This is an optimization exercise on Yosys and OpenROAD, whose aim is small area, a short achievable clock period and few clock cycles, not a production implementation.
RTL that was checked went through simulation tests only; none was proved equivalent to the original.

Design RISC_SPM, start of the top module:
module RISC_SPM (clk, rst, mem_addr, mem_wdata, mem_we, mem_rdata);
  input        clk, rst;
  output [7:0] mem_addr;
  output [7:0] mem_wdata;
  output       mem_we;
  input  [7:0] mem_rdata;
  localparam [3:0] S_FETCH = 4'd0, S_EXEC = 4'd1, S_RD2 = 4'd2, S_WR2 = 4'd3, S_BR2 = 4'd4,
                   S_M1 = 4'd5, S_M2 = 4'd6, S_M3 = 4'd7, S_MW = 4'd8, S_HALT = 4'd9;
  reg [7:0] R0, R1, R2, R3;    
  reg [7:0] IR;                
  reg [7:0] AR;                
  reg [7:0] T;                 
  reg       Z, V;
  reg [1:0] pr;                
  reg       qm1;               
  reg [3:0] st;
  wire [3:0] op = IR[7:4];
  wire [1:0] s  = IR[3:2];
  wire [1:0] d  = IR[1:0];
  reg [7:0] a, b;              
  always @* begin
    case (s) 2'd0: a = R0; 2'd1: a = R1; 2'd2: a = R2; default: a = R3; endcase
    case (d) 2'd0: b = R0; 2'd1: b = R1; 2'd2: b = R2; default: b = R3; endcase
  end
  wire exec = (st == S_EXEC);
  wire       is_sub = (op == 4'd2);
  wire [7:0] ax     = a ^ {8{is_sub}};
  wire [4:0] alo    = {1'b0, b[3:0]} + {1'b0, ax[3:0]} + {4'd0, is_sub};
  wire [3:0] ahi0   = b[7:4] + ax[7:4];
  wire [3:0] ahi1   = b[7:4] + ax[7:4] + 4'd1;
  wire [7:0] sum    = {alo[4] ? ahi1 : ahi0, alo[3:0]};
  reg  [7:0] r;
  always @* begin
    case (op[2:0])
      3'd3:    r = a & b;
      3'd4:    r = ~a;
      default: r = sum;
    endcase
  end
  wire alu_v = (a[7] & b[7] & ~r[7]) | (~a[7] & ~b[7] & r[7]);
  wire       same = (s == d);
  wire       one  = pr[0] ^ qm1;
  wire       two  = (pr[1] & ~pr[0] & ~qm1) | (~pr[1] & pr[0] & qm1);
  wire       neg  = pr[1];
  wire [9:0] mb   = two ? {b[7], b, 1'b0} : (one ? {b[7], b[7], b} : 10'd0);
  ...
==> flow/config.mk <==
export PLATFORM = sky130hd
export DESIGN_NAME = RISC_SPM
export DESIGN_NICKNAME = RISC_SPM
export VERILOG_FILES = /design/flow/design.v
export SDC_FILE = /design/flow/constraint.sdc
export NUM_CORES = 4
export LEC_CHECK = 0
export CAP_MARGIN = 20
export CORE_MARGIN = 2
export CORE_UTILIZATION = 40
export SLEW_MARGIN = 20
==> flow/constraint.sdc <==
create_clock -name core_clock -period 6.0 [get_ports {clk}]
set_input_delay 1.2000 -clock core_clock [delete_from_list [all_inputs] [get_ports {clk}]]
set_output_delay 1.2000 -clock core_clock [all_outputs]
set_load 0.01 [all_outputs]
run.sh (not shown) runs the stock make flow with config.mk's settings and CLKGATE_MAP_FILE= SYNTH_SCRIPT=/design/flow/synth_recipe.tcl, a recipe that flattens the netlist after the stock synthesis.
The starting point finished clean.
Edit:
--- a/flow/config.mk
+++ b/flow/config.mk
@@ -7,2 +7,3 @@
 export LEC_CHECK = 0
+export ABC_AREA = 1
 export CAP_MARGIN = 20
Effect: Clock-buffer cell count is unchanged. Cell area came out lower by a few percent. Utilization came out higher by 0.87 points. Fmax came out higher slightly. Global-route usage came out higher by 2.0 points. Via count came out higher by roughly a tenth.
No functional check of the RTL was part of any run of this note.


v38:
Another version of the RTL of RISC_SPM (not shown whole).
Size in the first run: ~740 cells after synthesis, about 0.0055 mm2 of cells after synthesis.
Design RISC_SPM, start of the top module:
module RISC_SPM (clk, rst, mem_addr, mem_wdata, mem_we, mem_rdata);
make LEC_CHECK=0 ABC_AREA=1 CAP_MARGIN=20 CORE_MARGIN=2 CORE_UTILIZATION=48 SETUP_SLACK_MARGIN=2.7 SLEW_MARGIN=20 finish   # period 6.0 ns
In summary, v38 completed successfully, with a layout that passed the timing, design-rule and antenna checks.
Testbench counts of v38, summed over its fixed seeds: cycles 26,597.
What v7 does differently from v38 at the input level:
Settings: swapping 48 for 40 in CORE_UTILIZATION; putting CTS_BUF_LIST at sky130_fd_sc_hd__clkbuf_8 where nothing was set.
--- outcome ---
~same final area in v7 and v38. Comparing fraction of the cycle the final worst path needs for v7 and v38, the smaller number came from v7. Relative to v38, the total stage count of the critical path of v7 is lower by 1. Row register-to-register slack: v7 lower / v38 higher. On sequential share of layout area, v38 tracks v7 almost exactly. Looking at setup slack across both flows, v7 is the stronger of the two, with v38 trailing.
[inputs] v41 vs v7
Settings: SETUP_SLACK_MARGIN: 2.7 -> 3.0; CTS_BUF_LIST: sky130_fd_sc_hd__clkbuf_8 -> unset.
Results
- Of v41 and v7, the lower worst hold margin belongs to v41.
- Compared with v7, v41 shows setup slack higher by 210 ps.
- Taking v7 as the reference point, the number of non-filler instances in the completed layout of v41 rises by 1.3%.
- v41 ended with more non-clock buffer count than v7.
The inputs of v47 differ from those of v41 as listed below.
Settings: SETUP_SLACK_MARGIN: 3.0 -> 2.7; CORE_UTILIZATION: 40 -> 62.
When v47 is set beside v41, its wire length on met1 turns out to be 990 um smaller. A cell type of the slowest stage on the worst timing path of sky130_fd_sc_hd__clkdlybuf4s50_1 is what v41 shows, while sky130_fd_sc_hd__edfxtp_1 belongs to v47. Signal arrival time at the worst endpoint up 220 ps in v47 wrt v41. The lower utilization of v47 and v41 is in v41. Comparing v47 and v41, cell count is higher on v41. Going from v41 to v47, non-clock buffer count shrinks by 19. [compare] base=v41 new=v47: first-iteration DRC count up about 10%, maximum frequency saw a decrease. v41 has completed all stages; timing, DRC and antenna checks passed. v47: flow completed, timing, DRC and antenna clean.
The following lists how v31 was set up differently from v47:
Settings: a change of CORE_UTILIZATION from 62 to 55.
[summary]
- The higher routed wire length on met3 came out of v47.
- Number of rows created at floorplan for v31: about 6% up relative to v47


Another version of the RTL of RISC_SPM (not shown whole).
Size: roughly 71 flip-flops, about 27 I/O pins, about 5900 sq um of cells after synthesis.
clock: 6.0 ns
lec_check: 0
abc_area: 1
cap_margin: 20
core_margin: 2
core_utilization: 65
setup_slack_margin: 2.3
slew_margin: 20
The baseline completed with no timing, DRC or antenna violations.
Rerun with:
--- a/flow/config.mk
+++ b/flow/config.mk
@@ -9,5 +9,5 @@
 export CAP_MARGIN = 20
 export CORE_MARGIN = 2
-export CORE_UTILIZATION = 65
-export SETUP_SLACK_MARGIN = 2.3
+export CORE_UTILIZATION = 40
+export SETUP_SLACK_MARGIN = 2.7
 export SLEW_MARGIN = 20
Outcome: The changed run ran to the end with no violations. Setup slack gains 0.28 ns. Hold slack is worse by 0.034 ns. Global-route usage shrinks by 14 points.
Function was not checked in any run of this note: the RTL went through the layout flow alone.


rev 12:
The RTL this note starts from:
==> flow/design.v <==
module RISC_SPM (clk, rst, mem_addr, mem_wdata, mem_we, mem_rdata);
  input        clk, rst;
  output [7:0] mem_addr;
  output [7:0] mem_wdata;
  output       mem_we;
  input  [7:0] mem_rdata;
  localparam [3:0] S_FETCH = 4'd0, S_EXEC = 4'd1, S_RD2 = 4'd2, S_WR2 = 4'd3, S_BR2 = 4'd4,
                   S_M1 = 4'd5, S_M2 = 4'd6, S_M3 = 4'd7, S_MW = 4'd8, S_HALT = 4'd9;
  reg [7:0] R0, R1, R2, R3;    
  reg [3:0] op;                
  reg [3:0] so, sd;            
  reg       opnd;              
  reg       chk;               
  reg [7:0] AR;                
  reg [7:0] T;                 
  reg       Z, V;
  reg [1:0] pr;                
  reg       qm1;               
  reg [3:0] st;
  wire [7:0] a = ({8{so[0]}} & R0) | ({8{so[1]}} & R1) | ({8{so[2]}} & R2) | ({8{so[3]}} & R3);
  wire [7:0] b = ({8{sd[0]}} & R0) | ({8{sd[1]}} & R1) | ({8{sd[2]}} & R2) | ({8{sd[3]}} & R3);
  wire exec = (st == S_EXEC);
  wire       is_sub = (op == 4'd2);
  wire       is_and = (op == 4'd3);
  wire       is_not = (op == 4'd4);
  wire [7:0] ax     = a ^ {8{is_sub}};
  wire [7:0] ag     = b & ax;
  wire [7:0] ap     = b ^ ax;
  reg  [7:0] kg, kp, kg2, kp2;
  integer    ki, ks;
  always @* begin
    kg = ag; kp = ap;
    kg[0] = ag[0] | (ap[0] & is_sub);
    for (ks = 1; ks < 8; ks = ks * 2) begin
      kg2 = kg; kp2 = kp;
      for (ki = ks; ki < 8; ki = ki + 1) begin
        kg2[ki] = kg[ki] | (kp[ki] & kg[ki-ks]);
        kp2[ki] = kp[ki] & kp[ki-ks];
      end
      kg = kg2; kp = kp2;
    end
  end
  wire [7:0] sum    = ap ^ {kg[6:0], is_sub};
  wire [7:0] r      = is_and ? (a & b) : is_not ? ~a : sum;
  wire       alu_v  = ~is_and & ~(a[7] ^ b[7]) & (sum[7] ^ a[7]);
  wire [7:0] zc     = {b[6:0] | ax[6:0], is_sub};
  wire       zsum   = ((b ^ ax) == zc);
  wire       alu_z  = is_and ? ((a & b) == 8'd0) : is_not ? (a == 8'hFF) : zsum;
  wire       same = |(so & sd);
  wire       one  = pr[0] ^ qm1;
  wire       two  = (pr[1] & ~pr[0] & ~qm1) | (~pr[1] & pr[0] & qm1);
  wire       neg  = pr[1];
  wire [9:0] mb   = two ? {b[7], b, 1'b0} : (one ? {b[7], b[7], b} : 10'd0);
  wire [9:0] my   = mb ^ {10{neg}};
  wire [9:0] mx   = {{2{T[7]}}, T};
  wire [9:0] mg   = mx & my;
  wire [9:0] mp   = mx ^ my;
  reg  [9:0] qg, qp, qg2, qp2;
  integer    qi, qs;
  always @* begin
    qg = mg; qp = mp;
    qg[0] = mg[0] | (mp[0] & neg);
    for (qs = 1; qs < 10; qs = qs * 2) begin
      qg2 = qg; qp2 = qp;
      for (qi = qs; qi < 10; qi = qi + 1) begin
        qg2[qi] = qg[qi] | (qp[qi] & qg[qi-qs]);
        qp2[qi] = qp[qi] & qp[qi-qs];
      end
      qg = qg2; qp = qp2;
    end
  end
  wire [9:0] S    = mp ^ {qg[8:0], neg};
  reg  [1:0] pnext;
  always @* begin
    if (!same) pnext = a[3:2];
    else case (st)
      S_M1:    pnext = a[5:4];
      S_M2:    pnext = a[7:6];
      default: pnext = a[3:2];
    endcase
  end
  wire is_alu  = (op == 4'd1) | (op == 4'd2) | is_and | is_not;
  wire is_mul  = (op == 4'd10);
  wire halt    = op[3] & (op[2] | (op[1] & op[0]));
  wire mul_it  = (exec & is_mul) | (st == S_M1) | (st == S_M2) | (st == S_M3);
  assign mem_addr  = AR;
  assign mem_wdata = T;               
  assign mem_we    = (st == S_WR2);
  wire fetch = (st == S_FETCH) | (st == S_MW) | (exec & ~is_mul & ~opnd & ~halt);
  wire alu_w  = exec & is_alu;
  wire z_next = alu_w ? alu_z : Z;
  wire [3:0] nop    = mem_rdata[7:4];
  wire       nmul   = (nop == 4'd10);
  wire       nbrz   = (nop == 4'd8);
  wire       nbro   = (nop == 4'd9);
  wire       vlate  = alu_w & ~is_not;
  wire       nopnd  = (nop == 4'd5) | (nop == 4'd6) | (nop == 4'd7) |
                      (nbrz & z_next) | (nbro & (V | vlate));
  wire       nchk   = nbro & vlate;
  wire       nskip  = (nbrz | nbro) & ~nopnd;
  wire       untake = chk & ~V;            
  wire [7:0] ar1    = AR + 8'd1;
  wire [7:0] ar2    = AR + 8'd2;
  wire       ar_f    = fetch & ~nskip;
  wire       ar_s    = fetch & nskip;
  wire       ar_u    = exec & opnd & untake;
  wire       ar_m    = (exec & opnd & ~untake & ~halt & ~is_mul) | (st == S_BR2);
  wire       ar_t    = (st == S_RD2);
  wire       ar_w    = (st == S_WR2);
  wire       ar_h    = ~fetch & ~(exec & opnd & ~halt & ~is_mul) & ~(st == S_BR2) & ~ar_t & ~ar_w;
  wire [7:0] ar_next = ({8{ar_f | ar_u}} & ar1) | ({8{ar_s}} & ar2) | ({8{ar_m}} & mem_rdata) |
                       ({8{ar_t}} & T) | ({8{ar_w}} & {so, sd}) |
                       ({8{ar_h}} & AR);
  wire       sel_sum = alu_w & ~is_and & ~is_not;
  wire       sel_and = alu_w & is_and;
  wire       sel_not = alu_w & is_not;
  wire       sel_rd  = (st == S_RD2);
  wire       sel_mul = mul_it;
  wire       sel_mw  = (st == S_MW);
  wire       wen     = alu_w | sel_rd | (sel_mul & ~same) | sel_mw;
  wire [7:0] Wo      = ({8{sel_and}} & a & b) | ({8{sel_not}} & ~a) | ({8{sel_rd}} & mem_rdata) |
                       ({8{sel_mul}} & {S[1:0], a[7:2]}) | ({8{sel_mw}} & T);
  wire [7:0] W       = ({8{sel_sum}} & sum) | Wo;
  wire [3:0] wsel = {4{wen}} & (mul_it ? so : sd);
  wire [1:0] ns = mem_rdata[3:2];
  reg  [1:0] rn;
  always @* begin
    case (ns) 2'd0: rn = R0[1:0]; 2'd1: rn = R1[1:0]; 2'd2: rn = R2[1:0]; default: rn = R3[1:0]; endcase
    if (wsel[ns]) rn = W[1:0];
  end
  always @(posedge clk or negedge rst) begin
    if (!rst) begin
      AR <= 8'd0; Z <= 1'b0; V <= 1'b0; st <= S_FETCH;
    end else begin
      if (alu_w) begin
        Z <= alu_z;
        if (!is_not) V <= alu_v;
      end else if (st == S_M3) begin
        Z <= 1'b1;
        V <= pr[1] & (so[0] ? S[1] : R0[7]);
      end
      AR <= ar_next;
      case (st)
        S_FETCH: st <= S_EXEC;
        S_EXEC:
          if (halt)         st <= S_HALT;
          else if (is_mul)  st <= S_M1;
          else if (opnd & untake) st <= S_FETCH;
          else if (opnd)    st <= (op == 4'd5) ? S_RD2 : (op == 4'd6) ? S_WR2 : S_BR2;
        S_RD2:   st <= S_FETCH;
        S_WR2:   st <= S_FETCH;
        S_BR2:   st <= S_FETCH;
        S_M1:    st <= S_M2;
        S_M2:    st <= S_M3;
        S_M3:    st <= S_MW;
        S_MW:    st <= S_EXEC;
        S_HALT:  st <= S_HALT;
        default: st <= S_FETCH;
      endcase
    end
  end
  wire [7:0] Wr  = ({8{sel_sum & rst}} & sum) | (Wo & {8{rst}});
  wire [3:0] rwe = wsel | {4{~rst}};
  always @(posedge clk) begin
    if (rwe[0]) R0 <= Wr;
    if (rwe[1]) R1 <= Wr;
    if (rwe[2]) R2 <= Wr;
    if (rwe[3]) R3 <= Wr;
  end
  always @(posedge clk) begin
    if (fetch) begin
      op   <= nop;
      so   <= 4'b0001 << mem_rdata[3:2];
      sd   <= 4'b0001 << mem_rdata[1:0];
      opnd <= nopnd;
      chk  <= nchk;
      T    <= nmul ? 8'd0 : ar2;
      pr   <= rn;
      qm1  <= 1'b0;
    end else if (mul_it) begin
      T    <= S[9:2];
      pr   <= pnext;
      qm1  <= pr[1];
    end else if (exec & (op == 4'd6)) begin
      T    <= a;
      {so, sd} <= T;
    end
  end
endmodule
clock: 6.0 ns
lec_check: 0
abc_area: 1
cap_margin: 20
core_margin: 2
core_utilization: 40
setup_slack_margin: 2.9
slew_margin: 20
Here is what was changed in the inputs of rev 13 compared with rev 12.
- SETUP_SLACK_MARGIN now 2.7, was 2.9
Findings:
Rev 13 — wire length on met1 3.4% lower, rev 12 as reference
Compared with rev 12, rev 13 shows a proportion of cell area occupied by registers that is 1.6 points higher.
Rev 12 and rev 13 ended up with nearly the same post-synthesis async set-or-reset flop share.
Design area: rev 13 lower than rev 12
Relative to rev 12, the multi-input combinational cell area measured on rev 13 has decreased by a few percent.
Final clock period utilization by the worst path in rev 13 vs rev 12: up 2.2 points
Clock period minus final worst setup slack: rev 13 > rev 12
Compared with rev 12, rev 13 shows net count of the finished layout that has gone down by a few percent.
The first element of the critical path comes out sd[3]$_DFFE_PP_ in one run and sd[0]$_DFFE_PP_ in the other, namely in rev 13 and rev 12 respectively.
Lower number of cells on the worst reg-to-reg path was reported by rev 13, not rev 12.
No functional check of the RTL was part of any run of this note.

-- re-timing with driven ports --
No port has a modelled driver above. Below, the same layouts with a new extraction and two added sets of constraints. Step 1, drivers: a clkbuf_16 drives clk and a buf_2 each remaining input, both assumed. Step 2 moves the port delays by t, midway between the first and last clock arrival at a register: inputs arrive t later, outputs are due t later. That takes back most of the time a late clock gives input paths. Slacks: no drivers / after step 1 / after step 2; pairs: no drivers / after step 1.
run	t, ns	setup WS [ns]	worst setup path at the end	clock arrival spread, ns	worst data-port slew with drivers (ns)
the first run of note 1	0.376	1.673 / 1.633 / 1.800	register to register	0.006 / 0.006	0.04
the second run of note 1	0.384	1.717 / 1.673 / 2.057	register to output	0.009 / 0.009	0.04
v38	0.383	2.691 / 2.652 / 2.806	input to register	0.006 / 0.007	0.03
v7	0.411	2.746 / 2.711 / 2.795	input to register	0.009 / 0.009	0.03
v41	0.390	2.961 / 2.919 / 2.759	input to register	0.009 / 0.009	0.03
v47	0.385	2.737 / 2.702 / 2.652	input to register	0.009 / 0.008	0.04
v31	0.402	2.727 / 2.691 / 2.666	input to register	0.009 / 0.009	0.03
the first run of note 3	0.385	2.466 / 2.466 / 2.394	input to register	0.015 / 0.015	0.04
the second run of note 3	0.374	2.749 / 2.714 / 2.497	input to register	0.008 / 0.008	0.03
rev 12	0.396	2.951 / 2.951 / 2.725	input to register	0.007 / 0.007	0.04
rev 13	0.394	2.821 / 2.821 / 2.612	input to register	0.010 / 0.009	0.04
After both steps every run listed still meets setup and hold. For the second run of note 3, which loses most, drivers alone change the setup slack by -0.035 ns; drivers and shift together by -0.252 ns.
